This is an optimization exercise on Yosys and OpenROAD, whose aim is a short achievable clock period and few clock cycles, not a production implementation.
Where RTL was checked, it was by simulation tests only, not by an equivalence proof against the original.
The RTL of run 1 was laid out without a check of its function.
Power and IR drop assume default switching activity.

<file path="constraint.sdc">
create_clock -name core_clock -period 8.0 [get_ports {clock}]
set_input_delay 1.6000 -clock core_clock [delete_from_list [all_inputs] [get_ports {clock}]]
set_output_delay 1.6000 -clock core_clock [all_outputs]
set_load 0.01 [all_outputs]
</file>
<file path="standard.sh">
#!/bin/bash
# synth_recipe.tcl (not shown) runs the flow's synth.tcl, then flattens the netlist and writes it again
# the make line also repeats each setting of config.mk as NAME=value (left out here)
make -C /OpenROAD-flow-scripts/flow DESIGN_CONFIG=/design/flow/config.mk WORK_HOME=/design/flow/orfs CLKGATE_MAP_FILE= SYNTH_SCRIPT=/design/flow/synth_recipe.tcl "${@:-finish}"
</file>
<file path="flow/run.sh">
#!/bin/bash
# Standard ORFS layout (the standard.sh) with two changes to how it is
# made, none to the constraints (the SDC is the standard flow's, unchanged):
#  - timing repair aims below the real clock period (a larger setup margin);
#  - slow wide OR/NOR cells, and the adder and majority cells, are added to
#    the platform's don't-use list, so synthesis and repair build that logic
#    (adders included) from faster gates.
set -euo pipefail
PLATFORM_DONT_USE="sky130_fd_sc_hd__probe_p_8 sky130_fd_sc_hd__probec_p_8
 sky130_fd_sc_hd__lpflow_bleeder_1
 sky130_fd_sc_hd__lpflow_clkbufkapwr_1 sky130_fd_sc_hd__lpflow_clkbufkapwr_16
 sky130_fd_sc_hd__lpflow_clkbufkapwr_2 sky130_fd_sc_hd__lpflow_clkbufkapwr_4
 sky130_fd_sc_hd__lpflow_clkbufkapwr_8
 sky130_fd_sc_hd__lpflow_clkinvkapwr_1 sky130_fd_sc_hd__lpflow_clkinvkapwr_16
 sky130_fd_sc_hd__lpflow_clkinvkapwr_2 sky130_fd_sc_hd__lpflow_clkinvkapwr_4
 sky130_fd_sc_hd__lpflow_clkinvkapwr_8
 sky130_fd_sc_hd__lpflow_decapkapwr_12 sky130_fd_sc_hd__lpflow_decapkapwr_3
 sky130_fd_sc_hd__lpflow_decapkapwr_4 sky130_fd_sc_hd__lpflow_decapkapwr_6
 sky130_fd_sc_hd__lpflow_decapkapwr_8
 sky130_fd_sc_hd__lpflow_inputiso0n_1 sky130_fd_sc_hd__lpflow_inputiso0p_1
 sky130_fd_sc_hd__lpflow_inputiso1n_1 sky130_fd_sc_hd__lpflow_inputiso1p_1
 sky130_fd_sc_hd__lpflow_inputisolatch_1
 sky130_fd_sc_hd__lpflow_isobufsrc_1 sky130_fd_sc_hd__lpflow_isobufsrc_16
 sky130_fd_sc_hd__lpflow_isobufsrc_2 sky130_fd_sc_hd__lpflow_isobufsrc_4
 sky130_fd_sc_hd__lpflow_isobufsrc_8 sky130_fd_sc_hd__lpflow_isobufsrckapwr_16
 sky130_fd_sc_hd__lpflow_lsbuf_lh_hl_isowell_tap_1
 sky130_fd_sc_hd__lpflow_lsbuf_lh_hl_isowell_tap_2
 sky130_fd_sc_hd__lpflow_lsbuf_lh_hl_isowell_tap_4
 sky130_fd_sc_hd__lpflow_lsbuf_lh_isowell_4
 sky130_fd_sc_hd__lpflow_lsbuf_lh_isowell_tap_1
 sky130_fd_sc_hd__lpflow_lsbuf_lh_isowell_tap_2
 sky130_fd_sc_hd__lpflow_lsbuf_lh_isowell_tap_4"
SLOW="sky130_fd_sc_hd__or4_1 sky130_fd_sc_hd__or4_2 sky130_fd_sc_hd__or4_4
 sky130_fd_sc_hd__or4b_1 sky130_fd_sc_hd__or4b_2 sky130_fd_sc_hd__or4b_4
 sky130_fd_sc_hd__or4bb_1 sky130_fd_sc_hd__or4bb_2 sky130_fd_sc_hd__or4bb_4
 sky130_fd_sc_hd__nor4_1 sky130_fd_sc_hd__nor4_2 sky130_fd_sc_hd__nor4_4
 sky130_fd_sc_hd__nor4b_1 sky130_fd_sc_hd__nor4b_2 sky130_fd_sc_hd__nor4b_4
 sky130_fd_sc_hd__nor4bb_1 sky130_fd_sc_hd__nor4bb_2 sky130_fd_sc_hd__nor4bb_4
 sky130_fd_sc_hd__o41a_1 sky130_fd_sc_hd__o41a_2 sky130_fd_sc_hd__o41a_4
 sky130_fd_sc_hd__o41ai_1 sky130_fd_sc_hd__o41ai_2 sky130_fd_sc_hd__o41ai_4
 sky130_fd_sc_hd__fa_1 sky130_fd_sc_hd__fa_2 sky130_fd_sc_hd__fa_4
 sky130_fd_sc_hd__ha_1 sky130_fd_sc_hd__ha_2 sky130_fd_sc_hd__ha_4
 sky130_fd_sc_hd__maj3_1 sky130_fd_sc_hd__maj3_2 sky130_fd_sc_hd__maj3_4"
DONT_USE=$(echo $PLATFORM_DONT_USE $SLOW)
bash standard.sh SETUP_SLACK_MARGIN=5.6 TNS_END_PERCENT=100 \
  "DONT_USE_CELLS=$DONT_USE" finish > standard_flow.log 2>&1
</file>
<file path="design.v">
module PMIPSL0(
	imemaddr,	 
	dmemaddr,	 
	dmemwdata,	 
	dmemwrite,	 
	dmemread,	 
	clock,
	imemrdata,	 
	dmemrdata,	 
	reset		 
	);
output [15:0] imemaddr;
output [15:0] dmemaddr;
output [15:0] dmemwdata;
output dmemwrite;
output dmemread;
input [16:0] imemrdata;
input [15:0] dmemrdata;
input clock;
input reset;
parameter NB = 2;	 
localparam NBW = 1;	 
integer i;
function [15:0] ksadd;
	input [15:0] a;
	input [15:0] b;
	input cin;
	reg [15:0] g, p, gg, pp, g2, p2;
	integer k, d;
	begin
		g = a & b;
		p = a ^ b;
		gg = g;
		pp = p;
		gg[0] = g[0] | (p[0] & cin);
		for (d = 1; d < 16; d = d * 2) begin
			g2 = gg;
			p2 = pp;
			for (k = d; k < 16; k = k + 1) begin
				g2[k] = gg[k] | (pp[k] & gg[k-d]);
				p2[k] = pp[k] & pp[k-d];
			end
			gg = g2;
			pp = p2;
		end
		ksadd = p ^ {gg[14:0], cin};
	end
endfunction
function [15:1] inc15;
	input [15:1] a;
	reg [15:1] c;
	integer k;
	begin
		c[1] = 1'b1;
		for (k = 2; k < 16; k = k + 1) c[k] = c[k-1] & a[k-1];
		inc15 = a ^ c;
	end
endfunction
function [8:0] ksadd8;
	input [7:0] a;
	input [7:0] b;
	reg [7:0] g, p, gg, pp, g2, p2;
	integer k, d;
	begin
		g = a & b;
		p = a ^ b;
		gg = g;
		pp = p;
		for (d = 1; d < 8; d = d * 2) begin
			g2 = gg;
			p2 = pp;
			for (k = d; k < 8; k = k + 1) begin
				g2[k] = gg[k] | (pp[k] & gg[k-d]);
				p2[k] = pp[k] & pp[k-d];
			end
			gg = g2;
			pp = p2;
		end
		ksadd8 = {gg[7], p ^ {gg[6:0], 1'b0}};
	end
endfunction
function [7:1] onehot;
	input [2:0] r;
	integer k;
	begin
		for (k = 1; k < 8; k = k + 1) onehot[k] = (r == k);
	end
endfunction
reg [15:1] pc_o;
reg [15:1] pc_n;
wire [15:1] pc = ~pc_n;
reg        id_valid;
reg [16:0] id_ins;
reg [15:1] id_pc;
reg [15:1] id_pc2;
reg        id_ubeq;	 
reg        id_cbeq;	 
reg [7:1]  id_rs1h, id_rt1h;
reg        id_pred;		 
reg [6:0]  id_pimm;		 
reg        ex_bad;		 
reg        ex_sdld;		 
reg        ex_rw;		 
reg        ex_load;
reg        ex_store;
reg [2:0]  ex_dest;
reg        ex_cbeq;		 
reg [15:1] ex_tgt;
reg [15:0] ex_a, ex_b, ex_sd;
reg        ex_sel_sum, ex_sel_diff, ex_sel_slt, ex_sel_and;
reg        m_rw;
reg        m_read;
reg        m_load_n;
wire       m_load = ~m_load_n;
reg        m_store;
reg [2:0]  m_dest;
reg [15:0] m_addr;
reg [15:0] m_res_n;
wire [15:0] m_res = ~m_res_n;
reg [15:0] m_sd;
reg [15:0] rf [1:7];
reg [7:1]  rvalid;
wire [7:1] m_we = m_rw ? onehot(m_dest) : 7'd0;
always @(posedge clock)
	if (reset) rvalid <= 7'd0;
	else rvalid <= rvalid | m_we;
always @(posedge clock)
	for (i = 1; i < 8; i = i + 1)
		if (m_we[i]) rf[i] <= m_load ? dmemrdata : m_res;
wire [3:0] op = id_ins[16:13];
wire [2:0] rs = id_ins[12:10];
wire [2:0] rt = id_ins[9:7];
wire [2:0] rd = id_ins[6:4];
wire [15:0] simm = {{9{id_ins[6]}}, id_ins[6:0]};
wire d_rtype = (op == 4'd0) | (op == 4'd1) | (op == 4'd2);
wire d_lw    = (op == 4'd3);
wire d_sw    = (op == 4'd4);
wire d_addi  = (op == 4'd6);
wire d_andi  = (op == 4'd7);
wire d_use_rs = d_rtype | d_lw | d_sw | id_cbeq | d_addi | d_andi;
wire d_use_rt = d_rtype | d_sw | id_cbeq;
wire [2:0] d_dest = d_rtype ? rd : rt;
wire d_rw = (d_rtype | d_lw | d_addi | d_andi) & (d_dest != 3'd0);
wire d_imm = d_lw | d_sw | d_addi | d_andi;
wire [8:0] id_bsum = {1'b0, id_pc2[7:1]} + {2'b0, id_ins[6:0]};
wire [7:0] id_blo = id_bsum[7:0];
wire [15:8] id_phi = id_pc2[15:8];
wire [15:8] id_hip = id_phi + 8'd1;
wire [15:8] id_him = id_phi - 8'd1;
wire [15:8] id_bhi = id_ins[6] ? (id_blo[7] ? id_phi : id_him)
                               : (id_blo[7] ? id_hip : id_phi);
wire [15:1] id_btgt = {id_bhi, id_blo[6:0]};
reg stall_r;
wire stall = id_valid & stall_r;
reg sdld_r;
wire [15:0] A = ex_a;
wire [15:0] B = ex_b;
wire [15:0] sum  = ksadd(A, B, 1'b0);
wire [15:0] diff = ksadd(A, ~B, 1'b1);
wire [15:0] andv = A & B;
wire [15:0] sltv = {15'd0, diff[15]};
wire [15:0] alu = ({16{ex_sel_sum}}  & sum)
                | ({16{ex_sel_diff}} & diff)
                | ({16{ex_sel_slt}}  & sltv)
                | ({16{ex_sel_and}}  & andv);
wire eq = (A == B);
wire ex_redirect = (ex_cbeq & eq) | ex_bad;
wire a_ex = ex_rw & (ex_dest == rs);
wire b_ex = ex_rw & (ex_dest == rt);
wire a_m = ~a_ex & m_rw & (m_dest == rs);
wire b_m = ~b_ex & m_rw & (m_dest == rt);
wire [7:1] a_rf = (a_ex | a_m) ? 7'd0 : (id_rs1h & rvalid);
wire [7:1] b_rf = (b_ex | b_m) ? 7'd0 : (id_rt1h & rvalid);
function [15:0] opnd;
	input m;
	input [7:1] sel;
	reg [15:0] v;
	integer k;
	begin
		v = ({16{m & m_load}} & dmemrdata) | ({16{m & ~m_load}} & m_res);
		for (k = 1; k < 8; k = k + 1) v = v | ({16{sel[k]}} & rf[k]);
		opnd = v;
	end
endfunction
reg e_fwd;
wire z_sum = ((A ^ B) == {A[14:0] | B[14:0], 1'b0});
wire e_ok = e_fwd & (ex_sel_sum | ex_sel_diff);
wire e_taken = e_ok & (ex_sel_sum ? z_sum : eq);
wire id_redirect = id_valid & ~stall & ((id_ubeq ^ id_pred) | e_taken);
wire [15:1] id_rtgt = (id_ubeq | e_taken) ? id_btgt : id_pc2;
wire [15:0] o_b = d_imm ? simm : opnd(b_m, b_rf);
wire [15:0] v_a  = a_ex ? alu : opnd(a_m, a_rf);
wire [15:0] v_b  = (b_ex & ~d_imm) ? alu : o_b;
wire [15:0] v_sd = b_ex ? alu : opnd(b_m, b_rf);
reg [15:1] btb_tag [0:NB-1];
reg [15:1] btb_tgt [0:NB-1];
reg [6:0]  btb_imm [0:NB-1];
reg [NB-1:0] btb_v;
reg [NBW-1:0] btb_ptr;
reg        btb_hit;
reg [15:1] btb_target;
reg [6:0]  btb_pimm;
always @(*) begin
	btb_hit = 1'b0;
	btb_target = 15'd0;
	btb_pimm = 7'd0;
	for (i = 0; i < NB; i = i + 1)
		if (btb_v[i] && btb_tag[i] == pc) begin
			btb_hit = 1'b1;
			btb_target = btb_target | btb_tgt[i];
			btb_pimm = btb_pimm | btb_imm[i];
		end
end
wire btb_we = id_valid & id_ubeq & ~id_pred;
always @(posedge clock)
	if (reset) begin
		btb_v <= 0;
		btb_ptr <= 0;
	end else if (btb_we) begin
		btb_v[btb_ptr] <= 1'b1;
		btb_ptr <= btb_ptr + 1'b1;
	end
always @(posedge clock)
	if (btb_we) begin
		btb_tag[btb_ptr] <= id_pc;
		btb_tgt[btb_ptr] <= id_btgt;
		btb_imm[btb_ptr] <= id_ins[6:0];
	end
wire [15:1] pc2 = pc + 15'd1;
wire [3:0] f_op = imemrdata[16:13];
wire f_j = f_op[3] & ~f_op[2] & ~(f_op[1] & f_op[0]);	 
wire f_beq = (f_op == 4'd5);
wire f_same = (imemrdata[12:10] == imemrdata[9:7]);
wire [15:1] f_jtgt = {1'b0, pc2[15:14], imemrdata[11:0]};
wire f_pred = btb_hit & ~f_j;
wire id_redir0 = id_valid & ~stall & (id_ubeq ^ id_pred);
wire [15:1] pc_rest = id_redir0 ? (id_ubeq ? id_btgt : id_pc2)
                    : stall ? pc
                    : f_j ? f_jtgt
                    : btb_hit ? btb_target
                    : pc2;
wire e_take = id_valid & ~stall & e_taken;
wire [15:1] pc_next = ex_redirect ? ex_tgt : (e_take ? id_btgt : pc_rest);
always @(posedge clock)
	if (reset) begin
		pc_o <= 15'd0;
		pc_n <= 15'h7fff;
	end else begin
		pc_o <= pc_next;
		pc_n <= ~pc_next;
	end
assign imemaddr = {pc_o, 1'b0};
always @(posedge clock)
	if (reset | ex_redirect) id_valid <= 1'b0;
	else if (!stall) id_valid <= ~id_redirect;
always @(posedge clock)
	if (!stall) begin
		id_ins <= imemrdata;
		id_pc <= pc;
		id_pc2 <= pc2;
		id_ubeq <= f_beq & f_same;
		id_cbeq <= f_beq & ~f_same;
		id_rs1h <= onehot(imemrdata[12:10]);
		id_rt1h <= onehot(imemrdata[9:7]);
		id_pred <= f_pred;
		id_pimm <= btb_pimm;
	end
wire id_go = id_valid & ~stall & ~ex_redirect;
wire [2:0] f_rs = imemrdata[12:10];
wire [2:0] f_rt = imemrdata[9:7];
wire f_rtype = (f_op == 4'd0) | (f_op == 4'd1) | (f_op == 4'd2);
wire f_use_rs = ~f_op[3] & ~(f_beq & f_same);
wire f_use_rt = f_rtype | (f_beq & ~f_same);
wire f_rs0 = (f_rs == 3'd0);
wire f_rt0 = (f_rt == 3'd0);
wire f_ecand = f_beq & (f_rs0 ^ f_rt0);
wire [2:0] f_er = f_rs0 ? f_rt : f_rs;
always @(posedge clock)
	if (reset) e_fwd <= 1'b0;
	else e_fwd <= id_go & d_rw & ~d_lw & f_ecand & (f_er == d_dest);
always @(posedge clock)
	if (reset) begin
		stall_r <= 1'b0;
		sdld_r <= 1'b0;
	end else begin
		stall_r <= id_go & d_lw & d_rw &
			((f_use_rs & (f_rs == d_dest)) | (f_use_rt & (f_rt == d_dest)));
		sdld_r <= id_go & d_lw & d_rw & (f_op == 4'd4) & (f_rt == d_dest);
	end
always @(posedge clock)
	if (reset | ~id_go) begin
		ex_bad <= 1'b0;
		ex_sdld <= 1'b0;
		ex_rw <= 1'b0;
		ex_load <= 1'b0;
		ex_store <= 1'b0;
		ex_cbeq <= 1'b0;
	end else begin
		ex_bad <= id_pred & id_ubeq & (id_pimm != id_ins[6:0]);
		ex_sdld <= sdld_r;
		ex_rw <= d_rw;
		ex_load <= d_lw;
		ex_store <= d_sw;
		ex_cbeq <= id_cbeq & ~e_ok;
	end
always @(posedge clock) begin
	ex_dest <= d_dest;
	ex_tgt <= id_btgt;
	ex_a <= v_a;
	ex_b <= v_b;
	ex_sd <= v_sd;
	ex_sel_sum  <= (op == 4'd0) | d_lw | d_sw | d_addi;
	ex_sel_diff <= (op == 4'd1);
	ex_sel_slt  <= (op == 4'd2);
	ex_sel_and  <= d_andi;
end
always @(posedge clock)
	if (reset) begin
		m_rw <= 1'b0;
		m_read <= 1'b0;
		m_load_n <= 1'b1;
		m_store <= 1'b0;
	end else begin
		m_rw <= ex_rw;
		m_read <= ex_load;
		m_load_n <= ~ex_load;
		m_store <= ex_store;
	end
always @(posedge clock) begin
	m_dest <= ex_dest;
	m_addr <= alu;
	m_res_n <= ~alu;
	m_sd <= ex_sdld ? dmemrdata : ex_sd;
end
assign dmemaddr = m_addr;
assign dmemwdata = m_sd;
assign dmemwrite = m_store;
assign dmemread = m_read;
endmodule
</file>
<file path="config.mk">
export PLATFORM = sky130hd
export DESIGN_NAME = PMIPSL0
export DESIGN_NICKNAME = PMIPSL0
export VERILOG_FILES = /design/flow/design.v
export SDC_FILE = /design/flow/constraint.sdc
export NUM_CORES = 4
export LEC_CHECK = 0
export ABC_CLOCK_PERIOD_IN_PS = 2000
export CAP_MARGIN = 20
export CORE_MARGIN = 2
export CORE_UTILIZATION = 40
export PLACE_DENSITY = 0.6
export SLEW_MARGIN = 20
export TNS_END_PERCENT = 100
</file>
==> results of run 1 <==
worst max-delay path by stage:
stage | endpoint | slack, ns | depth (start not counted)
floorplan | pc_n[12] | 4.93 | 10
global placement | pc_n[12] | 3.81 | 11
detailed placement | pc_n[12] | 3.82 | 11
CTS | ex_b[12] | 5.07 | 12
global route | ex_b[12] | 4.87 | 12
finish | ex_b[12] | 4.92 | 12
synth_stat cells (5+ instances only):
library cell  number  share of area (%)
a211oi_1           9               0.35
dfxtp_1          175                 18
nor3_1            31               0.81
a221oi_1          53                2.4
clkbuf_1          78                1.5
nand4_1            9               0.29
buf_4              5               0.20
a21oi_1           64                1.7
a31oi_1           16               0.52
and2_1            18               0.58
a32oi_1           15               0.68
nand3_1           31               0.81
nor2_1           143                2.8
xnor2_1           71                3.2
inv_1             50               0.97
mux2i_1            8               0.42
a22oi_1           62                2.4
or2_2              7               0.23
xor2_1            61                2.8
nor3b_1           11               0.43
o211ai_1          13               0.51
buf_1              9               0.18
a32o_1             6               0.31
or3_1             14               0.45
edfxtp_1         257                 40
a221o_1           12               0.62
nor2b_1           24               0.78
and3_1            31                1.0
a22o_1            30                1.4
o31ai_1            9               0.35
nand2_1          140                2.7
mux2_2            20                1.2
buf_2             17               0.44
o21ai_0           52                1.4
a21o_1             8               0.31
a311oi_1           9               0.41
and4_1            14               0.64
nand2b_1          20               0.65
o21a_1             5               0.20
stage by stage:
step,utilization [%],instances,power [uW],setup slack (ns)
after floorplan,-,1707,2800,4.93
after global placement,44.4,2323,2940,3.81
after detailed placement,44.4,2323,2940,3.82
after CTS,52.0,2533,5220,5.07
after global routing,54.3,2587,5420,4.87
final,54.3,2588,5280,4.92
layout make-up:
cell class / instances / area, sq um / area share [%]
clock buffer: 55 / 1260 / 4.86
inverter: 52 / 214 / 0.827
clock inverter: 32 / 307 / 1.19
tap: 615 / 769 / 2.98
antenna: 1 / 2.50 / 0.00968
multi-input combinational: 1113 / 9270 / 35.8
sequential: 432 / 11400 / 44.0
timing repair buffer: 288 / 2680 / 10.4
flip-flops by register name, summed over array words and instances (netlist names), 15 cells and up:
signal and cells:
ex_b 16, btb_tag 30, id_pc2 15, ex_tgt 15
pc_o 15, m_sd 16, btb_tgt 30, pc_n 15
rf 112, ex_sd 16, m_addr 16, ex_a 16
m_res_n 16, id_pc 15, id_ins 17
cell families after synthesis:
group,after synthesis,synth area share (%)
buffers and inverters,165,3.58
multiplexers,28,1.59
other,1,0.0195
XOR/XNOR,139,6.66
AO/OA/AOI/OAI,430,16.8
flip-flops,432,58.3
AND/OR/NAND/NOR,512,13.1
what timing repair did:
| action | in CTS | in global routing |
|---|---|---|
| pin swaps | 97 | 57 |
| buffers inserted | 116 | 51 |
| setup endpoints to repair | 202 | 185 |
| gates resized for setup | 546 | 132 |
| cloned | 7 | 3 |
power by group through the flow:
stage | clock, uW | sequential, uW | combinational (uW)
floorplan | 0 | 2530 | 275
global placement | 0 | 2560 | 376
detailed placement | 0 | 2560 | 381
CTS | 2230 | 2510 | 474
global route | 2310 | 2520 | 580
finish | 2220 | 2520 | 545
per-layer routing:
metal	GRT usage [%]	vias up
li1	-	6826
met1	33.0	7608
met2	38.1	817
met3	3.79	158
met4	10.8	0
met5	0	-
==> key figures, run 1 <==
Status
  • Status: no timing/DRC/antenna violations

Finish
  • Post-route cell area: between 20000 and 30000 sq um
  • Synth-to-layout area growth: 34.3%
  • Fin nets: between 1500 and 2000
  • Share of layout cells above drive strength 1: a little over a third
  • Final-layout fill cell count: 3986
  • Most frequent cells in the layout: edfxtp_1, buf_4, nand2_1
  • Most common cell after layout, fill and taps aside: edfxtp_1

Detailed routing
  • Iter 0 DRT Violations: between 1500 and 2000
  • WL/cell: 24.5 microns
  • DRT antenna net count: 0
  • Metal2 WL: 29.1 mm
  • Vias: 15400
  • Met3 WL: ~5.7 mm
  • Drt first pass iters: 7
  • Routed vias/inst: between 5 and 6
  • Post-route DRC: 0
  • Final wirelength: ~63 mm
  • Top Metal Used: met4
  • Metal-1 WL: 25.8 mm

Worst setup path
  • Worst path most repeated cell: a21oi_1
  • RR Endpoint: ex_b[12]
  • Max incr delay on CP: 0.56 ns
  • CP bufs+invs: 2
  • Slowest CP cell: o311ai_0
  • Worst Path Max Fanout: 7
  • R2r worst-path depth: 12
  • Register-to-register setup slack: 4.92 ns
  • Critical Path, Cell by Cell: a21oi_1, o311ai_0, o2111ai_2, nand4b_4, buf_4, nor2_1, a211o_1, a41o_1, a311oi_4, inv_2, a21oi_4, a21oi_1
  • CP endpoint kind: flop
  • Critical Path Source Type: flop
  • Worst r2r src: ex_b[0]
  • Critical Path Source: ex_b[0]
  • Crit path required time: about 8.5 ns
  • Cell family with most CP delay: compound AO/OA/AOI/OAI gates
  • CP arrival: 3.54 ns
  • WS Path Type: reg2reg

Clocking
  • CTS tree: built
  • CTS Buffer Depth: 3
  • Reg clk slew, reported paths: about 0.060 ns
  • Total CTS buffers: 47
  • Clock latency on the worst-skew pair: ~0.59 ns
  • Clock root buffer: clkbuf_16
  • Number of H-tree levels: 2
  • CTS Hold Bufs: 0
  • CTS Sinks: approximately 430

Floorplan
  • Cell Rows: 80
  • DIE HEIGHT: roughly 220 microns
  • Initial Util: about two fifths
  • Core box area: 47600 sq um
  • Chip Width: between 200 and 250 microns
  • Io pins: 85
  • DIE AREA: about 50000 sq um

Global route
  • Antenna violations before repair: 0
  • Number of global-route vias before repair: 14500
  • GRT Util Overall: between 20% and 30%
  • Largest net degree at the start of global routing: 68
  • First-pass GRT wire length: 90.3 mm
  • GRT overflow: 0

Power
  • P_int: approximately 4000 uW
  • Cell area power density: between 200 and 250 nW/um^2
  • Sequential cell fraction of total power: a little under half
  • Comb power frac: roughly a tenth
  • Sw Pwr: between 1000 and 1500 uW
  • Clk pwr share: between 40% and 50%
  • Worst VDD drop: 0.210 mV
  • LEAKAGE: approximately 0.0097 uW
  • Sw frac: between 20 and 25%

STA
  • Post-Route Hold Slack: 0.397 ns
  • Worst Skew: a little over 0.03 ns
  • # setup viols final: 0
  • Min cycle time layout: a little over 3 ns
  • Max_slew headroom: 22.3%
  • TNS Setup: 0 ns
  • Period utilisation layout: about two fifths
  • Least-Margin Pin Slew: approximately 1.2 ns
  • Fmax: around 320 MHz
  • Final hold violation count: 0
  • Final Slew Violations: 0
  • Unrepaired setup endpoints after global routing: true

Yosys
  • Sequential area share after synthesis: 58.3%
  • Ys Warns: 2
  • Seq cells post-synth: around 430
  • Async SR Flop Fraction: 0%
  • Primary FF master, synth: edfxtp_1
  • Avg Inst Size Synth: approximately 11 sq um
  • Synth Cell Area: 19300 sq um
  • Mapped Cells: about 1700
  • Distinct cells, synth: 94
  • EDFF count, synth: about 260
  • Net count after synthesis: between 1500 and 2000

Place
  • Hpwl dp: around 37 mm
  • Dpl cell area: 21200 sq um
  • Count of buffers from port buffering: 83
  • Routability cong.: between 0.8 and 0.9

Min path
  • Hold Crit Start: ex_dest[0]
  • Hold Crit Class: reg2reg
  • Worst Hold Path EP: m_dest[0]
  • Hold depth: 0

Job
  • Maxcap violations: 0
==> inputs of run 2 (changes only) <==
--- a/design.v
+++ b/design.v
@@ -99,7 +99,6 @@
 reg        id_pred;		 
 reg [6:0]  id_pimm;		 
 reg        ex_bad;		 
-reg        ex_sdld;		 
 reg        ex_rw;		 
 reg        ex_load;
 reg        ex_store;
@@ -152,7 +151,6 @@
 wire [15:1] id_btgt = {id_bhi, id_blo[6:0]};
 reg stall_r;
 wire stall = id_valid & stall_r;
-reg sdld_r;
 wire [15:0] A = ex_a;
 wire [15:0] B = ex_b;
 wire [15:0] sum  = ksadd(A, B, 1'b0);
@@ -270,7 +268,7 @@
 wire [2:0] f_rt = imemrdata[9:7];
 wire f_rtype = (f_op == 4'd0) | (f_op == 4'd1) | (f_op == 4'd2);
 wire f_use_rs = ~f_op[3] & ~(f_beq & f_same);
-wire f_use_rt = f_rtype | (f_beq & ~f_same);
+wire f_use_rt = f_rtype | (f_op == 4'd4) | (f_beq & ~f_same);
 wire f_rs0 = (f_rs == 3'd0);
 wire f_rt0 = (f_rt == 3'd0);
 wire f_ecand = f_beq & (f_rs0 ^ f_rt0);
@@ -279,25 +277,18 @@
 	if (reset) e_fwd <= 1'b0;
 	else e_fwd <= id_go & d_rw & ~d_lw & f_ecand & (f_er == d_dest);
 always @(posedge clock)
-	if (reset) begin
-		stall_r <= 1'b0;
-		sdld_r <= 1'b0;
-	end else begin
-		stall_r <= id_go & d_lw & d_rw &
-			((f_use_rs & (f_rs == d_dest)) | (f_use_rt & (f_rt == d_dest)));
-		sdld_r <= id_go & d_lw & d_rw & (f_op == 4'd4) & (f_rt == d_dest);
-	end
+	if (reset) stall_r <= 1'b0;
+	else stall_r <= id_go & d_lw & d_rw &
+		((f_use_rs & (f_rs == d_dest)) | (f_use_rt & (f_rt == d_dest)));
 always @(posedge clock)
 	if (reset | ~id_go) begin
 		ex_bad <= 1'b0;
-		ex_sdld <= 1'b0;
 		ex_rw <= 1'b0;
 		ex_load <= 1'b0;
 		ex_store <= 1'b0;
 		ex_cbeq <= 1'b0;
 	end else begin
 		ex_bad <= id_pred & id_ubeq & (id_pimm != id_ins[6:0]);
-		ex_sdld <= sdld_r;
 		ex_rw <= d_rw;
 		ex_load <= d_lw;
 		ex_store <= d_sw;
@@ -330,7 +321,7 @@
 	m_dest <= ex_dest;
 	m_addr <= alu;
 	m_res_n <= ~alu;
-	m_sd <= ex_sdld ? dmemrdata : ex_sd;
+	m_sd <= ex_sd;
 end
 assign dmemaddr = m_addr;
 assign dmemwdata = m_sd;
--- a/flow/run.sh
+++ b/flow/run.sh
@@ -4,7 +4,9 @@
 #  - timing repair aims below the real clock period (a larger setup margin);
 #  - slow wide OR/NOR cells, and the adder and majority cells, are added to
 #    the platform's don't-use list, so synthesis and repair build that logic
-#    (adders included) from faster gates.
+#    (adders included) from faster gates;
+#  - the port buffers are a plain buffer cell, and resizing may change a
+#    cell's footprint.
 set -euo pipefail
 PLATFORM_DONT_USE="sky130_fd_sc_hd__probe_p_8 sky130_fd_sc_hd__probec_p_8
  sky130_fd_sc_hd__lpflow_bleeder_1
@@ -43,4 +45,6 @@
  sky130_fd_sc_hd__maj3_1 sky130_fd_sc_hd__maj3_2 sky130_fd_sc_hd__maj3_4"
 DONT_USE=$(echo $PLATFORM_DONT_USE $SLOW)
 bash standard.sh SETUP_SLACK_MARGIN=5.6 TNS_END_PERCENT=100 \
-  "DONT_USE_CELLS=$DONT_USE" finish > standard_flow.log 2>&1
+  "DONT_USE_CELLS=$DONT_USE" \
+  "BUFFER_PORTS_ARGS=-buffer_cell sky130_fd_sc_hd__buf_4" MATCH_CELL_FOOTPRINT=0 \
+  finish > standard_flow.log 2>&1
==> run 2 against run 1 <==
Count of clock-buffer cells in the layout is 10 higher. Area after synthesis is 1.3% higher. Routed wire length rose by 3.7%. Global-route usage rose by 0.66 points. Maximum frequency increased by 14%. Clock skew fell by 0.0054 ns. Sequential share of layout area down 2.0 points. Total power up 0.91%. Synthesized cell count is 0.23% lower. Worst hold slack worse by 0.071 ns. Critical endpoint is now pc_o[9]. Largest cell class unchanged. Largest power group unchanged.
==> key figures, run 2 <==
Status
  • Status: no timing/DRC/antenna violations

Finish
  • Final core occ: ~57%
  • Most common cell after layout, fill and taps aside: edfxtp_1
  • Synth-to-layout area growth: 39.0%
  • Largest reg by FF count: rf
  • Max reg flops: 112
  • Share of layout cells above drive strength 1: between 40% and 50%
  • Most frequent cells in the layout: edfxtp_1, buf_4, buf_6
  • Final Non-Filler Cells: approximately 2600
  • Fin nets: between 2000 and 2500
  • Largest registers: rf (112), btb_tag (30), btb_tgt (30)

Worst setup path
  • R2r worst-path depth: 9
  • Critical Path Source: imemrdata[15]
  • Register-to-register setup slack: 5.34 ns
  • Critical Path, Cell by Cell: buf_8, nand3b_1, buf_4, buf_6, o311ai_4, a21oi_1, o21a_1, a311oi_2, a311oi_1
  • Worst Path Max Fanout: 3
  • RR Endpoint: pc_n[11]
  • Critical Path Source Type: input port
  • WS Path Type: in2reg
  • CP endpoint kind: flop
  • Slowest CP cell: a311oi_2
  • Crit path required time: ~8.4 ns
  • Critical path endpoint: pc_o[9]
  • Worst r2r src: id_pc2[4]
  • CP arrival: approximately 3.1 ns
  • Max incr delay on CP: around 0.29 ns

STA
  • # setup viols final: 0
  • Max_slew headroom: approximately 30%
  • Unrepaired setup endpoints after global routing: true
  • Final Slew Violations: 0
  • Fmax: about 370 MHz
  • TNS Setup: 0 ns
  • Min cycle time layout: around 2.7 ns
  • Final hold violation count: 0
  • Least-Margin Pin Slew: between 1 and 1.5 ns
  • Period utilisation layout: 33.9%
  • Worst Skew: around 0.025 ns

Yosys
  • Distinct cells, synth: 99
  • Sequential area share after synthesis: a little under three fifths
  • Top cells by area, synth: edfxtp_1, dfxtp_1, xnor2_1
  • Area share of the largest cell type after synthesis: between 30% and 40%
  • Mapped Cells: ~1700
  • Async SR Flop Fraction: 0%
  • Most numerous cell in the Yosys netlist: edfxtp_1
  • Top post-synthesis cells by count: edfxtp_1, dfxtp_1, nor2_1, nand2_1
  • Primary FF master, synth: edfxtp_1
  • Ys Warns: 2
  • Area leader, netlist: edfxtp_1
  • Avg Inst Size Synth: 11.5 sq um
  • EDFF count, synth: between 200 and 300
  • Net count after synthesis: roughly 1700
  • Synth Cell Area: between 15000 and 20000 sq um
  • Seq cells post-synth: 430

Power
  • Power, Total: 5330 uW
  • LEAKAGE: about 0.01 uW
  • Worst VDD drop: about 0.19 mV
  • Cell area power density: 196 nW/um^2

Detailed routing
  • Metal-1 WL: 26.8 mm
  • WL/cell: roughly 25 microns
  • Metal2 WL: slightly above 30 mm
  • Final wirelength: 65.8 mm
  • Top Metal Used: met4
  • Drt first pass iters: 6
  • Iter 0 DRT Violations: between 1500 and 2000
  • DRT antenna net count: 0
  • Met3 WL: 5.93 mm
  • Post-route DRC: 0
  • Vias: approximately 16000
  • Routed vias/inst: 6.14

Clocking
  • Clock latency on the worst-skew pair: 0.59 ns
  • Reg clk slew, reported paths: 0.06 ns
  • CTS Sinks: between 400 and 500
  • Clock root buffer: clkbuf_16
  • CTS Hold Bufs: 0
  • CTS tree: built
  • Total CTS buffers: 46
  • Number of H-tree levels: 2
  • CTS Buffer Depth: 3

Global route
  • GRT Util Overall: 24.8%
  • Number of global-route vias before repair: between 15000 and 20000
  • First-pass GRT wire length: 95.3 mm
  • Largest net degree at the start of global routing: 58
  • GRT overflow: 0
  • Antenna violations before repair: 2

Floorplan
  • Cell Rows: 80
  • DIE AREA: around 50000 sq um
  • Core box area: around 48000 sq um
  • Initial Util: between 40% and 50%
  • DIE HEIGHT: ~220 microns
  • Chip Width: around 220 microns
  • Io pins: 85

Job
  • Maxcap violations: 0

Place
  • Placed insts: around 2300
  • Routability cong.: 0.902
  • Hpwl dp: around 38 mm
  • Count of buffers from port buffering: 83

Min path
  • Hold Crit Class: reg2reg
-- run 2: cell count changes after synthesis, sizes merged, moves of 10 or more --
cell | previous run | this run
a221o | 12 | 29
mux2 | 20 | 5
nor2b | 24 | 13
a31oi | 16 | 26
nand2 | 140 | 86
buf | 35 | 47
nor2 | 143 | 119
inv | 51 | 68
-- run 2: cell families after synthesis --
logic type                Yosys count  share of synthesized area, %
AOI/OAI and AO/OA                 486                          19.1
xor gates and xnor gates          131                          6.13
buffers and inverters             187                          4.10
DFF                               430                          57.3
muxes                              21                          1.11
other                               1                        0.0192
and+or+nand+nor                   447                          12.2
-- run 2: where the power goes --
part           internal, uW  switching, uW
logic                   322            337
registers              2440           90.6
clock network          1240            892
-- run 2: how the worst min path moves through the flow --
stage	to	slack, ns	start	cells past startpoint
after floorplan	m_sd[0]	0.31	ex_sd[0]	0
after global routing	m_sd[11]	0.33	ex_sd[11]	0
after global placement	m_sd[11]	0.31	ex_sd[11]	0
after detailed placement	m_sd[10]	0.32	ex_sd[10]	0
final	m_sd[15]	0.33	ex_sd[15]	0
after CTS	m_sd[10]	0.33	ex_sd[10]	0
-- run 2: per-layer routing --
| metal | vias to the layer above | global-route usage (%) |
|---|---|---|
| met1 | 7967 | 33.9 |
| li1 | 7086 | - |
| met4 | 0 | 9.49 |
| met3 | 201 | 4.23 |
| met5 | - | 0 |
| met2 | 956 | 39.5 |
-- run 2: critical path, delay by kind of cell --
| family | cells | cell delay, ns |
|---|---|---|
| compound gates | 5 | 0.88 |
| buf+inv | 3 | 0.42 |
| simple gates | 1 | 0.25 |
-- run 2: layout make-up --
cell class                 count  area [sq um]
fill                        3835         20800
sequential                   430         11400
multi-input combinational   1090          9810
timing repair buffer         351          3360
clock buffer                  65          1350
tap                          615           769
inverter                      68           270
clock inverter                20           178
antenna                        1          2.50
-- run 2: what timing repair did --
| item | in CTS | in global routing |
|---|---|---|
| gates resized for setup | 456 | 170 |
| cloned | 6 | 3 |
| pin swaps | 131 | 129 |
| buffers inserted | 160 | 79 |
| setup endpoints to repair | 305 | 151 |
-- run 2: stage by stage --
step	area (sq um)	setup WS, ns	hold WS [ns]
6_report	27100	5.29	0.326
2_1_floorplan	19900	4.94	0.310
3_5_place_dp	20900	4.02	0.315
4_1_cts	25600	5.32	0.328
5_1_grt	27100	5.24	0.331
3_3_place_gp	20900	4.01	0.312
Testbench counts of run 2, summed over its fixed seeds: cycles 110,368.
==> inputs of run 3 (changes only) <==
--- a/flow/run.sh
+++ b/flow/run.sh
@@ -4,9 +4,7 @@
 #  - timing repair aims below the real clock period (a larger setup margin);
 #  - slow wide OR/NOR cells, and the adder and majority cells, are added to
 #    the platform's don't-use list, so synthesis and repair build that logic
-#    (adders included) from faster gates;
-#  - the port buffers are a plain buffer cell, and resizing may change a
-#    cell's footprint.
+#    (adders included) from faster gates.
 set -euo pipefail
 PLATFORM_DONT_USE="sky130_fd_sc_hd__probe_p_8 sky130_fd_sc_hd__probec_p_8
  sky130_fd_sc_hd__lpflow_bleeder_1
@@ -45,6 +43,4 @@
  sky130_fd_sc_hd__maj3_1 sky130_fd_sc_hd__maj3_2 sky130_fd_sc_hd__maj3_4"
 DONT_USE=$(echo $PLATFORM_DONT_USE $SLOW)
 bash standard.sh SETUP_SLACK_MARGIN=5.6 TNS_END_PERCENT=100 \
-  "DONT_USE_CELLS=$DONT_USE" \
-  "BUFFER_PORTS_ARGS=-buffer_cell sky130_fd_sc_hd__buf_4" MATCH_CELL_FOOTPRINT=0 \
-  finish > standard_flow.log 2>&1
+  "DONT_USE_CELLS=$DONT_USE" finish > standard_flow.log 2>&1
==> run 3 against run 2 <==
Sequential cell count is the same. Die area did not move. Final area is 0.38% higher. Final cell count grew 0.91%. Synthesized cell count did not move. Register-to-register slack is essentially flat. Largest cell class unchanged.
==> key figures, run 3 <==
STA
  • Max_slew headroom: 38.3%
  • Final Slew Violations: 0
  • Worst Skew: around 0.012 ns
  • Fmax: approximately 370 MHz
  • TNS Setup: 0 ns
  • Period utilisation layout: between 30% and 40%
  • Final hold violation count: 0
  • # setup viols final: 0
  • Least-Margin Pin Slew: 0.925 ns
  • Min cycle time layout: between 2 and 3 ns
  • Unrepaired setup endpoints after global routing: true

Detailed routing
  • DRT antenna net count: 0
  • Iter 0 DRT Violations: around 1700
  • WL/cell: about 25 microns
  • Top Metal Used: met4
  • Metal2 WL: between 30 and 40 mm
  • Final wirelength: around 67 mm
  • Metal-1 WL: between 20 and 30 mm
  • Routed vias/inst: approximately 6
  • Vias: 16300
  • Met3 WL: 5.73 mm
  • Post-route DRC: 0
  • Drt first pass iters: 5

Finish
  • Most common cell after layout, fill and taps aside: edfxtp_1
  • Max reg flops: ~110
  • Largest registers: rf (112), btb_tag (30), btb_tgt (30)
  • Most frequent cells in the layout: edfxtp_1, buf_4, dfxtp_1
  • Post-route cell area: between 20000 and 30000 sq um
  • Fin nets: between 2000 and 2500
  • Synth-to-layout area growth: 39.6%
  • Share of layout cells above drive strength 1: 41.2%
  • Largest reg by FF count: rf

Clocking
  • Number of H-tree levels: 2
  • CTS Hold Bufs: 0
  • CTS Buffer Depth: 3
  • CTS tree: built
  • CTS Sinks: 430
  • Clock root buffer: clkbuf_16
  • Clock latency on the worst-skew pair: ~0.58 ns
  • Reg clk slew, reported paths: about 0.06 ns
  • Total CTS buffers: between 40 and 50

Min path
  • Hold Crit Class: reg2reg

Worst setup path
  • CP arrival: 3.14 ns
  • Slowest CP cell: a311o_1
  • WS Path Type: in2reg
  • Critical Path, Cell by Cell: buf_8, nand3b_1, buf_6, buf_12, nand2_8, a221o_1, a21oi_1, a2111oi_2, o21ai_1, a311o_1
  • Crit path required time: 8.46 ns
  • CP bufs+invs: 3
  • Critical Path Source Type: input port
  • Worst Path Max Fanout: 6
  • CP endpoint kind: flop
  • Cell family with most CP delay: compound AO/OA/AOI/OAI gates
  • Max incr delay on CP: 0.32 ns

Floorplan
  • DIE AREA: 50600 sq um
  • Io pins: 85
  • Cell Rows: 80
  • DIE HEIGHT: 225 microns
  • Initial Util: 40.7%
  • Chip Width: approximately 220 microns
  • Core box area: between 40000 and 50000 sq um

Global route
  • GRT Util Overall: between 20% and 30%
  • First-pass GRT wire length: ~97 mm
  • Number of global-route vias before repair: around 16000
  • GRT overflow: 0
  • Antenna violations before repair: 0
  • Largest net degree at the start of global routing: between 60 and 70

Yosys
  • Mapped Cells: ~1700
  • Async SR Flop Fraction: 0%
  • Ys Warns: 2
  • Net count after synthesis: between 1500 and 2000
  • Top post-synthesis cells by count: edfxtp_1, dfxtp_1, nor2_1, nand2_1
  • Synth Cell Area: slightly below 20000 sq um
  • Top cells by area, synth: edfxtp_1, dfxtp_1, xnor2_1
  • Seq cells post-synth: 430
  • Area leader, netlist: edfxtp_1
  • EDFF count, synth: around 260
  • Most numerous cell in the Yosys netlist: edfxtp_1
  • Avg Inst Size Synth: 11.5 sq um
  • Distinct cells, synth: slightly below 100
  • Area share of the largest cell type after synthesis: about two fifths
  • Primary FF master, synth: edfxtp_1
  • Sequential area share after synthesis: 57.3%

Job
  • Maxcap violations: 0

Place
  • Count of buffers from port buffering: a little over 80
  • Hpwl dp: ~38 mm
  • Dpl cell area: around 21000 sq um
  • Routability cong.: ~0.90

Power
  • Cell area power density: between 150 and 200 nW/um^2
  • LEAKAGE: a little over 0.01 uW
  • Worst VDD drop: 0.158 mV

Status
  • Status: no timing/DRC/antenna violations
==> run 3: worst reg2reg max path, cell delays in order, from the launching register on <==
cell and delay, ns:
edfxtp_1 0.50, buf_4 0.19, a21oi_2 0.11, o221ai_2 0.14
a311o_2 0.40, a211oi_4 0.29, buf_6 0.17, buf_6 0.12
o2bb2ai_4 0.13, xnor2_2 0.15, o21ai_2 0.09, a311o_1 0.26
==> run 3: path summary, 6_finish.rpt <==
path | start | to | slack, ns | depth (start not counted)
min | ex_sd[12] | m_sd[12] | 0.33 | 0
min reg2reg | ex_sd[12] | m_sd[12] | 0.33 | 0
max reg2reg | id_pc2[4] | pc_n[14] | 5.34 | 11
max | imemrdata[15] | pc_n[10] | 5.32 | 10
==> run 3: metrics by stage <==
step,total power (uW),std cells,hold WS [ns],worst slack [ns],util [%]
after detailed placement,2990,2303,0.312,4.14,44.0
after CTS,5240,2595,0.325,5.33,54.2
after global placement,2980,2303,0.311,4.17,44.0
after global routing,5450,2662,0.335,5.27,56.8
final,5290,2664,0.325,5.32,56.8
after floorplan,2840,1703,0.310,4.94,-
==> run 3: area by class of cell <==
cell class | count | area, sq um
antenna | 2 | 5.00
clock buffer | 61 | 1280
clock inverter | 24 | 201
fill | 3782 | 20700
inverter | 68 | 273
multi-input combinational | 1090 | 9790
sequential | 430 | 11400
tap | 615 | 769
timing repair buffer | 374 | 3540
==> run 3: power by group <==
part           total (uW)  internal [uW]  switching (uW)
sequential           2530           2440            91.5
combinational         651            313             338
clock                2110           1230             886
total                5290           3980            1310
==> run 3: kinds of logic (layout without fill, tap and decap cells) <==
group / after synthesis / count (layout) / share of synthesized area, %
other: 1 / 3 / 0.0192
buffers and inverters: 187 / 527 / 4.10
muxes: 21 / 21 / 1.11
DFF: 430 / 430 / 57.3
AOI/OAI and AO/OA: 486 / 486 / 19.1
and+or+nand+nor: 447 / 451 / 12.2
xor gates and xnor gates: 131 / 131 / 6.13
==> run 3: what timing repair did <==
item | in CTS | in global routing
resized for setup | 715 | 149
pin swaps | 158 | 114
gates cloned | 5 | 5
setup buffers | 202 | 62
endpoints found under the setup margin | 319 | 157
==> run 3: routing by layer <==
| metal | vias to the layer above | GRT usage, % |
|---|---|---|
| met1 | 8093 | 35.1 |
| met2 | 905 | 39.5 |
| met3 | 207 | 4.34 |
| met4 | 0 | 9.36 |
| met5 | - | 0 |
| li1 | 7117 | - |
==> inputs of run 4 (changes only) <==
--- a/flow/run.sh
+++ b/flow/run.sh
@@ -42,5 +42,5 @@
  sky130_fd_sc_hd__ha_1 sky130_fd_sc_hd__ha_2 sky130_fd_sc_hd__ha_4
  sky130_fd_sc_hd__maj3_1 sky130_fd_sc_hd__maj3_2 sky130_fd_sc_hd__maj3_4"
 DONT_USE=$(echo $PLATFORM_DONT_USE $SLOW)
-bash standard.sh SETUP_SLACK_MARGIN=5.6 TNS_END_PERCENT=100 \
+bash standard.sh SETUP_SLACK_MARGIN=5.3 TNS_END_PERCENT=100 \
   "DONT_USE_CELLS=$DONT_USE" finish > standard_flow.log 2>&1
==> run 4 against run 3 <==
Still clean. Register-to-register slack worse by 0.10 ns. Total power down 1.5%. Routed wire length down 6.7%. Die area did not move. Combinational power down 19%. Largest cell class unchanged. Largest power group unchanged. Highest routed layer unchanged.
==> key figures, run 4 <==
Status
  • Status: no timing/DRC/antenna violations

Worst setup path
  • Critical Path Source Type: input port
  • Worst Path Max Fanout: 6
  • CP endpoint kind: flop
  • Crit path required time: ~8.5 ns
  • CP arrival: approximately 3.3 ns
  • Worst r2r src: id_ins[2]
  • Register-to-register setup slack: 5.24 ns
  • WS Path Type: in2reg
  • R2r worst-path depth: 9
  • RR Endpoint: btb_tgt[1][14]

Yosys
  • Net count after synthesis: 1738
  • EDFF count, synth: 257
  • Sequential area share after synthesis: between 50% and 60%
  • Area share of the largest cell type after synthesis: 39.6%
  • Mapped Cells: about 1700
  • Primary FF master, synth: edfxtp_1
  • Most numerous cell in the Yosys netlist: edfxtp_1
  • Seq cells post-synth: between 400 and 500
  • Top cells by area, synth: edfxtp_1, dfxtp_1, xnor2_1
  • Ys Warns: 2
  • Async SR Flop Fraction: 0%
  • Distinct cells, synth: 99
  • Area leader, netlist: edfxtp_1
  • Top post-synthesis cells by count: edfxtp_1, dfxtp_1, nor2_1, nand2_1
  • Synth Cell Area: 19500 sq um
  • Avg Inst Size Synth: roughly 11 sq um

Finish
  • Most common cell after layout, fill and taps aside: edfxtp_1
  • Post-route cell area: about 24000 sq um
  • Fin nets: roughly 1900
  • Synth-to-layout area growth: 25.1%
  • Largest reg by FF count: rf
  • Final-layout fill cell count: just over 4000
  • Final core occ: 50.9%
  • Most frequent cells in the layout: edfxtp_1, buf_4, dfxtp_1
  • Max reg flops: around 110
  • Share of layout cells above drive strength 1: between 20% and 30%
  • Final Non-Filler Cells: roughly 2500
  • Largest registers: rf (112), btb_tag (30), btb_tgt (30)

Clocking
  • CTS Sinks: 430
  • CTS Hold Bufs: 0
  • Clock root buffer: clkbuf_16
  • Number of H-tree levels: 2
  • CTS Buffer Depth: 3
  • Reg clk slew, reported paths: 0.06 ns
  • CTS tree: built
  • Clock latency on the worst-skew pair: 0.61 ns
  • Total CTS buffers: 46

STA
  • Period utilisation layout: 34.7%
  • TNS Setup: 0 ns
  • Least-Margin Pin Slew: around 1.1 ns
  • Worst Skew: 0.0284 ns
  • Max_slew headroom: between 20% and 30%
  • Post-Route Hold Slack: 0.324 ns
  • Final hold violation count: 0
  • # setup viols final: 0
  • Fmax: 360 MHz
  • Final Slew Violations: 0
  • Min cycle time layout: 2.78 ns
  • Unrepaired setup endpoints after global routing: true

Detailed routing
  • Drt first pass iters: 6
  • Vias: around 15000
  • Routed vias/inst: 6.15
  • Post-route DRC: 0
  • WL/cell: 24.8 microns
  • DRT antenna net count: 0
  • Final wirelength: approximately 62 mm
  • Iter 0 DRT Violations: approximately 1800

Floorplan
  • DIE HEIGHT: 225 microns
  • Core box area: between 40000 and 50000 sq um
  • Chip Width: between 200 and 250 microns
  • DIE AREA: between 50000 and 60000 sq um
  • Initial Util: about two fifths
  • Cell Rows: 80
  • Io pins: 85

Global route
  • GRT Util Overall: 23.6%
  • GRT overflow: 0
  • Antenna violations before repair: 0
  • Largest net degree at the start of global routing: 50
  • First-pass GRT wire length: about 90 mm
  • Number of global-route vias before repair: 14700

Power
  • LEAKAGE: roughly 0.0091 uW
  • Cell area power density: around 210 nW/um^2
  • Clk pwr share: 41.4%
  • P_int: 3920 uW
  • Worst VDD drop: 0.159 mV
  • Comb power frac: 10.2%
  • Sw frac: approximately 25%
  • Sw Pwr: 1290 uW
  • Sequential cell fraction of total power: about half

Place
  • Placed insts: 2304
  • Routability cong.: roughly 0.89
  • Dpl cell area: between 20000 and 25000 sq um
  • Hpwl dp: about 38 mm
  • Count of buffers from port buffering: 83

Min path
  • Hold Crit Class: reg2reg
  • Hold depth: 0
  • Hold Crit Start: ex_sd[12]
  • Worst Hold Path EP: m_sd[12]

Job
  • Maxcap violations: 0
[run 4: cell counts after synthesis]
Identical to the previous run, type by type.
[run 4: final cells by class]
type / instances / area (sq um) / share of cell area, %
Antenna cell: 1 / 2.50 / 0.0103
Inverter: 68 / 268 / 1.10
Tap cell: 615 / 769 / 3.15
Timing Repair Buffer: 226 / 1860 / 7.63
Multi-Input combinational cell: 1090 / 8690 / 35.6
Sequential cell: 430 / 11300 / 46.3
Clock buffer: 59 / 1250 / 5.12
Clock inverter: 26 / 273 / 1.12
[run 4: worst max path at each step]
| stage | slack [ns] | from | depth (start not counted) | to |
|---|---|---|---|---|
| after global placement | 4.16 | imemrdata[13] | 10 | pc_n[10] |
| after CTS | 5.09 | dmemrdata[5] | 8 | ex_b[5] |
| after global routing | 5.16 | id_pc2[1] | 8 | pc_n[11] |
| after floorplan | 4.94 | imemrdata[15] | 7 | pc_n[10] |
| after detailed placement | 4.14 | imemrdata[13] | 10 | pc_o[12] |
| final | 5.23 | imemrdata[13] | 9 | pc_o[12] |
[run 4: power groups by stage]
stage          Combinational [uW]  Clock [uW]  Sequential, uW
6_report                      530        2160            2530
5_1_grt                       566        2270            2540
4_1_cts                       447        2180            2520
3_5_place_dp                  416           0            2570
3_3_place_gp                  408           0            2570
2_1_floorplan                 302           0            2530
[run 4: cell families after synthesis]
kind of cell | share of synthesized area (%)
AO/OA/AOI/OAI | 19.1
XOR/XNOR | 6.13
buffers and inverters | 4.10
flip-flops | 57.3
multiplexers | 1.11
other | 0.0192
AND/OR/NAND/NOR | 12.2
[run 4: worst max-delay path, cell delays in order]
cell and delay (ns):
buf_6 0.11, nand2_4 0.06, nand3b_1 0.16, buf_12 0.20
o311ai_0 0.51, a21oi_2 0.09, nand2b_1 0.17, a21o_1 0.19
a22o_1 0.19
[run 4: metal layers]
layer	GRT usage, %	vias to the layer above	routed length (microns)
met5	0	-	0
met4	8.93	0	2600
met3	3.91	180	5700
met2	36.4	868	28000
met1	33.2	7589	26100
li1	-	6827	-
[run 4: timing repair]
| action | in CTS | in global routing |
|---|---|---|
| pin swaps | 25 | 62 |
| setup endpoints to repair | 266 | 92 |
| endpoints found under the hold margin | 0 | 0 |
| gates cloned | 3 | 5 |
| setup buffers | 50 | 67 |
| gates resized for setup | 361 | 154 |
[run 4: stage by stage]
stage	power [uW]	worst slack, ns
floorplan	2830	4.94
global placement	2980	4.16
detailed placement	2990	4.14
CTS	5150	5.09
global route	5380	5.16
finish	5220	5.23
==> inputs of run 5 (changes only) <==
--- a/flow/run.sh
+++ b/flow/run.sh
@@ -42,5 +42,5 @@
  sky130_fd_sc_hd__ha_1 sky130_fd_sc_hd__ha_2 sky130_fd_sc_hd__ha_4
  sky130_fd_sc_hd__maj3_1 sky130_fd_sc_hd__maj3_2 sky130_fd_sc_hd__maj3_4"
 DONT_USE=$(echo $PLATFORM_DONT_USE $SLOW)
-bash standard.sh SETUP_SLACK_MARGIN=5.3 TNS_END_PERCENT=100 \
+bash standard.sh SETUP_SLACK_MARGIN=5.4 TNS_END_PERCENT=100 \
   "DONT_USE_CELLS=$DONT_USE" finish > standard_flow.log 2>&1
==> run 5 against run 4 <==
Clock skew decreased by 0.0097 ns. Highest routed layer unchanged. Die area unchanged. Maximum frequency increased by 4.5%. Largest power group unchanged.
==> key figures, run 5 <==
Finish
  • Max reg flops: 112
  • Multi-input logic area: approximately 9200 sq um
  • Most frequent cells in the layout: edfxtp_1, buf_4, dfxtp_1
  • Share of layout cells above drive strength 1: 33.3%
  • Register area: about 11000 sq um
  • Synth-to-layout area growth: 29.9%
  • Ant. Diodes: 0
  • Largest registers: rf (112), btb_tag (30), btb_tgt (30)
  • Largest reg by FF count: rf
  • Fin nets: ~1900
  • Post-route cell area: 25300 sq um
  • Most common cell after layout, fill and taps aside: edfxtp_1
  • Final Non-Filler Cells: roughly 2600
  • Final-layout fill cell count: ~4000
  • Final core occ: ~53%

Yosys
  • Sequential area share after synthesis: between 50% and 60%
  • Synth Cell Area: 19500 sq um
  • Seq cells post-synth: 430
  • Mapped Cells: ~1700
  • Top post-synthesis cells by count: edfxtp_1, dfxtp_1, nor2_1, nand2_1
  • Primary FF master, synth: edfxtp_1
  • Avg Inst Size Synth: roughly 11 sq um
  • EDFF count, synth: between 200 and 300
  • Most numerous cell in the Yosys netlist: edfxtp_1
  • Top cells by area, synth: edfxtp_1, dfxtp_1, xnor2_1
  • Ys Warns: 2
  • Async SR Flop Fraction: 0%
  • Net count after synthesis: approximately 1700
  • Area share of the largest cell type after synthesis: ~40%
  • Distinct cells, synth: 99
  • Area leader, netlist: edfxtp_1

Worst setup path
  • Worst r2r src: ex_a[12]
  • Critical Path Source Type: flop
  • Worst Path Max Fanout: 1
  • R2r worst-path depth: 8
  • Register-to-register setup slack: between 5 and 6 ns
  • WS Path Type: reg2out
  • CP arrival: 1.06 ns
  • Max incr delay on CP: ~0.36 ns
  • Slowest CP cell: dfxtp_2
  • CP bufs+invs: 1
  • Crit path required time: between 6 and 7 ns
  • Cell family with most CP delay: flip-flops
  • RR Endpoint: pc_n[10]
  • CP endpoint kind: output pin
  • Critical Path, Cell by Cell: buf_6

Floorplan
  • Chip Width: about 220 microns
  • DIE AREA: around 50000 sq um
  • Cell Rows: 80
  • Core box area: approximately 48000 sq um
  • Io pins: 85
  • Initial Util: 40.7%
  • DIE HEIGHT: between 200 and 250 microns

Place
  • Count of buffers from port buffering: between 80 and 90
  • Placed insts: ~2300
  • Routability cong.: between 0.8 and 0.9
  • Dpl cell area: 21000 sq um
  • Hpwl dp: roughly 38 mm

STA
  • Min cycle time layout: 2.66 ns
  • Fmax: 377 MHz
  • Least-Margin Pin Slew: approximately 1.0 ns
  • # setup viols final: 0
  • Period utilisation layout: about a third
  • Max_slew headroom: between 30% and 40%
  • Final Slew Violations: 0
  • TNS Setup: 0 ns
  • Final hold violation count: 0
  • Worst Skew: around 0.019 ns
  • Unrepaired setup endpoints after global routing: true

Clocking
  • CTS tree: built
  • CTS Hold Bufs: 0
  • Reg clk slew, reported paths: about 0.060 ns
  • Total CTS buffers: 46
  • Number of H-tree levels: 2
  • Clock latency on the worst-skew pair: 0.59 ns
  • CTS Buffer Depth: 3
  • Clock root buffer: clkbuf_16
  • CTS Sinks: 430

Global route
  • Largest net degree at the start of global routing: 65
  • Antenna violations before repair: 1
  • GRT overflow: 0
  • First-pass GRT wire length: between 90 and 100 mm
  • GRT Util Overall: 24.2%
  • Number of global-route vias before repair: 15100

Detailed routing
  • Metal2 WL: 28.5 mm
  • Met3 WL: 5.74 mm
  • Metal-1 WL: 26.2 mm
  • WL/cell: roughly 25 microns
  • Top Metal Used: met4
  • Iter 0 DRT Violations: 1664
  • Post-route DRC: 0
  • DRT antenna net count: 0
  • Final wirelength: between 60 and 70 mm
  • Drt first pass iters: 7
  • Vias: ~16000
  • Routed vias/inst: 6.18

Power
  • Worst VDD drop: approximately 0.13 mV
  • Power, Total: between 5000 and 6000 uW
  • Sw Pwr: about 1300 uW
  • Sequential cell fraction of total power: between 40% and 50%
  • LEAKAGE: 0.00939 uW
  • Clk pwr share: 40.3%
  • Comb power frac: between 10% and 20%
  • Sw frac: approximately 25%
  • Cell area power density: around 200 nW/um^2
  • P_int: 3910 uW

Job
  • Maxcap violations: 0

Status
  • Status: no timing/DRC/antenna violations

Min path
  • Worst Hold Path EP: m_sd[10]
  • Hold Crit Class: reg2reg
  • Hold Crit Start: ex_sd[10]
  • Hold depth: 0
-- run 5: cell type report --
| class | count | area share [%] |
|---|---|---|
| clock buffers | 70 | 5.36 |
| clock inverters | 16 | 0.464 |
| inverters | 68 | 1.03 |
| multi-input cells | 1090 | 36.2 |
| flip-flops and latches | 430 | 44.7 |
| well taps | 615 | 3.04 |
| repair buffers | 270 | 9.19 |
-- run 5: cell families (layout without fill, tap and decap cells) --
kind of cell	count (synthesis)	count (layout)	synth area share [%]
AOI/OAI and AO/OA	486	486	19.1
and+or+nand+nor	447	451	12.2
DFF	430	430	57.3
buffers and inverters	187	424	4.10
xor gates and xnor gates	131	131	6.13
muxes	21	21	1.11
other	1	1	0.0192
-- run 5: power by group through the flow --
stage / clock (uW) / sequential (uW) / combinational (uW)
finish: 2090 / 2530 / 573
CTS: 2110 / 2530 / 497
detailed placement: 0 / 2570 / 419
floorplan: 0 / 2530 / 303
global placement: 0 / 2570 / 412
global route: 2200 / 2540 / 612
-- run 5: per-layer routing --
| metal | vias to the layer above | GRT usage [%] |
|---|---|---|
| met5 | - | 0 |
| met3 | 186 | 4.38 |
| met2 | 939 | 37.1 |
| met1 | 7740 | 33.6 |
| li1 | 6938 | - |
| met4 | 0 | 10.8 |
-- run 5: how the worst max path moves through the flow --
stage / from / endpoint / slack (ns) / depth (start not counted)
after floorplan: imemrdata[15] / pc_n[10] / 4.94 / 7
after global placement: imemrdata[13] / pc_o[12] / 4.21 / 10
after detailed placement: imemrdata[13] / pc_o[9] / 4.15 / 10
after CTS: pc_o[4] / imemaddr[4] / 5.33 / 1
after global routing: ex_a[12] / pc_n[10] / 5.30 / 8
final: pc_o[6] / imemaddr[6] / 5.34 / 1
-- run 5: timing repair --
action | CTS | global route
endpoints found under the setup margin | 277 | 138
setup buffers | 90 | 67
pin swaps | 76 | 91
gates resized for setup | 501 | 166
cloned | 4 | 2
-- run 5: stage by stage --
stage	hold slack (ns)	setup WS (ns)
global route	0.331	5.30
finish	0.324	5.34
floorplan	0.310	4.94
detailed placement	0.312	4.15
global placement	0.312	4.21
CTS	0.324	5.33
==> inputs of run 6 (changes only) <==
--- a/flow/run.sh
+++ b/flow/run.sh
@@ -2,9 +2,8 @@
 # Standard ORFS layout (the standard.sh) with two changes to how it is
 # made, none to the constraints (the SDC is the standard flow's, unchanged):
 #  - timing repair aims below the real clock period (a larger setup margin);
-#  - slow wide OR/NOR cells, and the adder and majority cells, are added to
-#    the platform's don't-use list, so synthesis and repair build that logic
-#    (adders included) from faster gates.
+#  - slow wide OR/NOR cells are added to the platform's don't-use list, so
+#    synthesis and repair build that logic from faster cells.
 set -euo pipefail
 PLATFORM_DONT_USE="sky130_fd_sc_hd__probe_p_8 sky130_fd_sc_hd__probec_p_8
  sky130_fd_sc_hd__lpflow_bleeder_1
@@ -37,10 +36,7 @@
  sky130_fd_sc_hd__nor4b_1 sky130_fd_sc_hd__nor4b_2 sky130_fd_sc_hd__nor4b_4
  sky130_fd_sc_hd__nor4bb_1 sky130_fd_sc_hd__nor4bb_2 sky130_fd_sc_hd__nor4bb_4
  sky130_fd_sc_hd__o41a_1 sky130_fd_sc_hd__o41a_2 sky130_fd_sc_hd__o41a_4
- sky130_fd_sc_hd__o41ai_1 sky130_fd_sc_hd__o41ai_2 sky130_fd_sc_hd__o41ai_4
- sky130_fd_sc_hd__fa_1 sky130_fd_sc_hd__fa_2 sky130_fd_sc_hd__fa_4
- sky130_fd_sc_hd__ha_1 sky130_fd_sc_hd__ha_2 sky130_fd_sc_hd__ha_4
- sky130_fd_sc_hd__maj3_1 sky130_fd_sc_hd__maj3_2 sky130_fd_sc_hd__maj3_4"
+ sky130_fd_sc_hd__o41ai_1 sky130_fd_sc_hd__o41ai_2 sky130_fd_sc_hd__o41ai_4"
 DONT_USE=$(echo $PLATFORM_DONT_USE $SLOW)
-bash standard.sh SETUP_SLACK_MARGIN=5.4 TNS_END_PERCENT=100 \
+bash standard.sh SETUP_SLACK_MARGIN=5.6 TNS_END_PERCENT=100 \
   "DONT_USE_CELLS=$DONT_USE" finish > standard_flow.log 2>&1
==> run 6 against run 5 <==
Still clean on timing, DRC and antenna. Combinational power increased by 14%. Die area decreased by 1.8%. Clock skew increased by 0.0027 ns. First-iteration DRC count decreased by 4.3%. Sequential share of layout area decreased by 2.3 points. Critical path depth increased by 9. Register-to-register slack got worse by 0.16 ns. Final area increased by 4.7%. Count of clock-buffer cells in the layout decreased by 4. Critical endpoint is now ex_b[12]. Highest routed layer unchanged.
==> key figures, run 6 <==
Yosys
  • Distinct cells, synth: 92
  • Area share of the largest cell type after synthesis: between 40% and 50%
  • Async SR Flop Fraction: 0%
  • Most numerous cell in the Yosys netlist: edfxtp_1
  • Synth Cell Area: approximately 19000 sq um
  • Mapped Cells: about 1600
  • EDFF count, synth: about 260
  • Primary FF master, synth: edfxtp_1
  • Top cells by area, synth: edfxtp_1, dfxtp_1, ha_1
  • Avg Inst Size Synth: 12.1 sq um
  • Net count after synthesis: between 1500 and 2000
  • Area leader, netlist: edfxtp_1
  • Ys Warns: 2

Worst setup path
  • Critical Path Source: ex_b[0]
  • Crit path required time: around 8.5 ns
  • WS Path Type: reg2reg
  • Worst r2r src: ex_b[0]

Finish
  • Synth-to-layout area growth: 38.5%
  • Fin nets: ~2000
  • Final Non-Filler Cells: ~2500
  • Largest reg by FF count: rf
  • Max reg flops: between 100 and 150
  • Most common cell after layout, fill and taps aside: edfxtp_1
  • Most frequent cells in the layout: edfxtp_1, buf_4, dfxtp_1
  • Final core occ: around 56%
  • Largest registers: rf (112), btb_tag (30), btb_tgt (30)
  • Ant. Diodes: 0

STA
  • Min cycle time layout: between 2 and 3 ns
  • Worst Skew: roughly 0.021 ns
  • Max_slew headroom: 36.1%
  • Fmax: approximately 360 MHz
  • Least-Margin Pin Slew: about 0.96 ns
  • Period utilisation layout: about a third
  • Final hold violation count: 0
  • TNS Setup: 0 ns
  • Final Slew Violations: 0

Clocking
  • CTS Sinks: 430
  • Clock root buffer: clkbuf_16
  • Number of H-tree levels: 2
  • CTS tree: built
  • Total CTS buffers: 47
  • Clock latency on the worst-skew pair: about 0.58 ns

Place
  • Placed insts: between 2000 and 2500
  • Count of buffers from port buffering: 83
  • Routability cong.: 0.871

Status
  • Status: no timing/DRC/antenna violations

Power
  • Cell area power density: a little over 200 nW/um^2
  • P_int: between 4000 and 5000 uW
  • Clk pwr share: 41.1%
  • Sw Pwr: between 1000 and 1500 uW
  • Sequential cell fraction of total power: 46.6%

Detailed routing
  • Final wirelength: ~63 mm
  • Routed vias/inst: roughly 6.0
  • Iter 0 DRT Violations: between 1500 and 2000
  • Drt first pass iters: 5
  • Vias: 15000
  • WL/cell: 24.9 microns

Global route
  • Met3 usage: under 10%
  • Number of global-route vias before repair: 14900
  • GRT overflow: 0
  • Met2 Usage GRT: ~39%
  • Top Usage Layer GRT: met2
  • First-pass GRT wire length: just over 90 mm
  • GRT Util Overall: between 20 and 25%
  • Largest net degree at the start of global routing: about 50
  • Antenna violations before repair: 1

Floorplan
  • Core box area: ~48000 sq um
  • Io pins: 85
  • Cell Rows: 80
  • DIE AREA: ~50000 sq um

Min path
  • Hold Crit Start: ex_sd[15]
## run 6: cell count changes in the layout (fill, tap and decap cells not counted), sizes merged, moves of 17 or more
cell and change:
a31oi -17, buf +56, ha +57, inv +24
nand2 -20, o21ai -18
## run 6: worst paths after layout
path,end,slack [ns],depth (start not counted)
worst max register to register,ex_b[12],5.19,10
worst max-delay path,ex_b[12],5.19,10
worst min-delay path,m_sd[15],0.33,0
worst min register to register,m_sd[15],0.33,0
## run 6: kinds of logic after synthesis
logic type	synth area share, %
buf+inv	4.08
flops	58.4
other cells	0.0196
compound gates	17.3
fa+ha+maj	4.04
xor+xnor	5.62
simple gates	9.48
mux	1.13
## run 6: power by group through the flow
stage | clock, uW | combinational, uW | sequential [uW]
after floorplan | 0 | 284 | 2510
after global placement | 0 | 411 | 2530
after detailed placement | 0 | 417 | 2530
after CTS | 2220 | 565 | 2490
after global routing | 2310 | 695 | 2500
final | 2190 | 656 | 2490
## run 6: final cells by class
class / count / area, sq um
sequential: 430 / 11300
multi-input combinational: 976 / 9500
timing repair buffer: 323 / 3080
fill: 3802 / 21000
inverter: 89 / 364
clock inverter: 22 / 213
tap: 615 / 769
clock buffer: 66 / 1350
## run 6: stage by stage
step / total power (uW) / cell area, sq um / setup WS, ns / hold WS (ns)
final: 5340 / 26500 / 5.19 / 0.327
after global routing: 5500 / 26500 / 5.14 / 0.330
after CTS: 5280 / 25500 / 5.14 / 0.326
after detailed placement: 2950 / 21200 / 3.78 / 0.312
after global placement: 2940 / 21200 / 3.83 / 0.310
after floorplan: 2800 / 19900 / 5.10 / 0.310
## run 6: what timing repair did
| item | CTS | global route |
|---|---|---|
| buffers inserted | 157 | 52 |
| cloned | 6 | 1 |
| endpoints found under the setup margin | 260 | 166 |
| pin swaps | 155 | 103 |
| hold buffers | 0 | 0 |
| resized for setup | 645 | 128 |
## run 6: critical path: stages (launching register included)
cell and delay (ns):
dfxtp_2 0.33, ha_4 0.17, fa_2 0.39, a21oi_4 0.19, o211ai_4 0.13, a2111oi_4 0.33
nor3_2 0.10, a221o_1 0.33, a22oi_2 0.27, a22oi_2 0.17, mux2_4 0.29
## run 6: layer usage
metal  wire length (microns)  up-vias
met1                   25600     7483
li1                        -     6579
met2                   29200      780
met5                       0        -
met4                    2560        0
met3                    5350      158

Check on run 6: ideal ports give 5.187 ns setup slack; a clkbuf_16 on the clock port and buf_2 on the inputs give 5.187 ns; moving port delays by the midpoint clock arrival (0.630 ns) as well gives 4.654 ns.
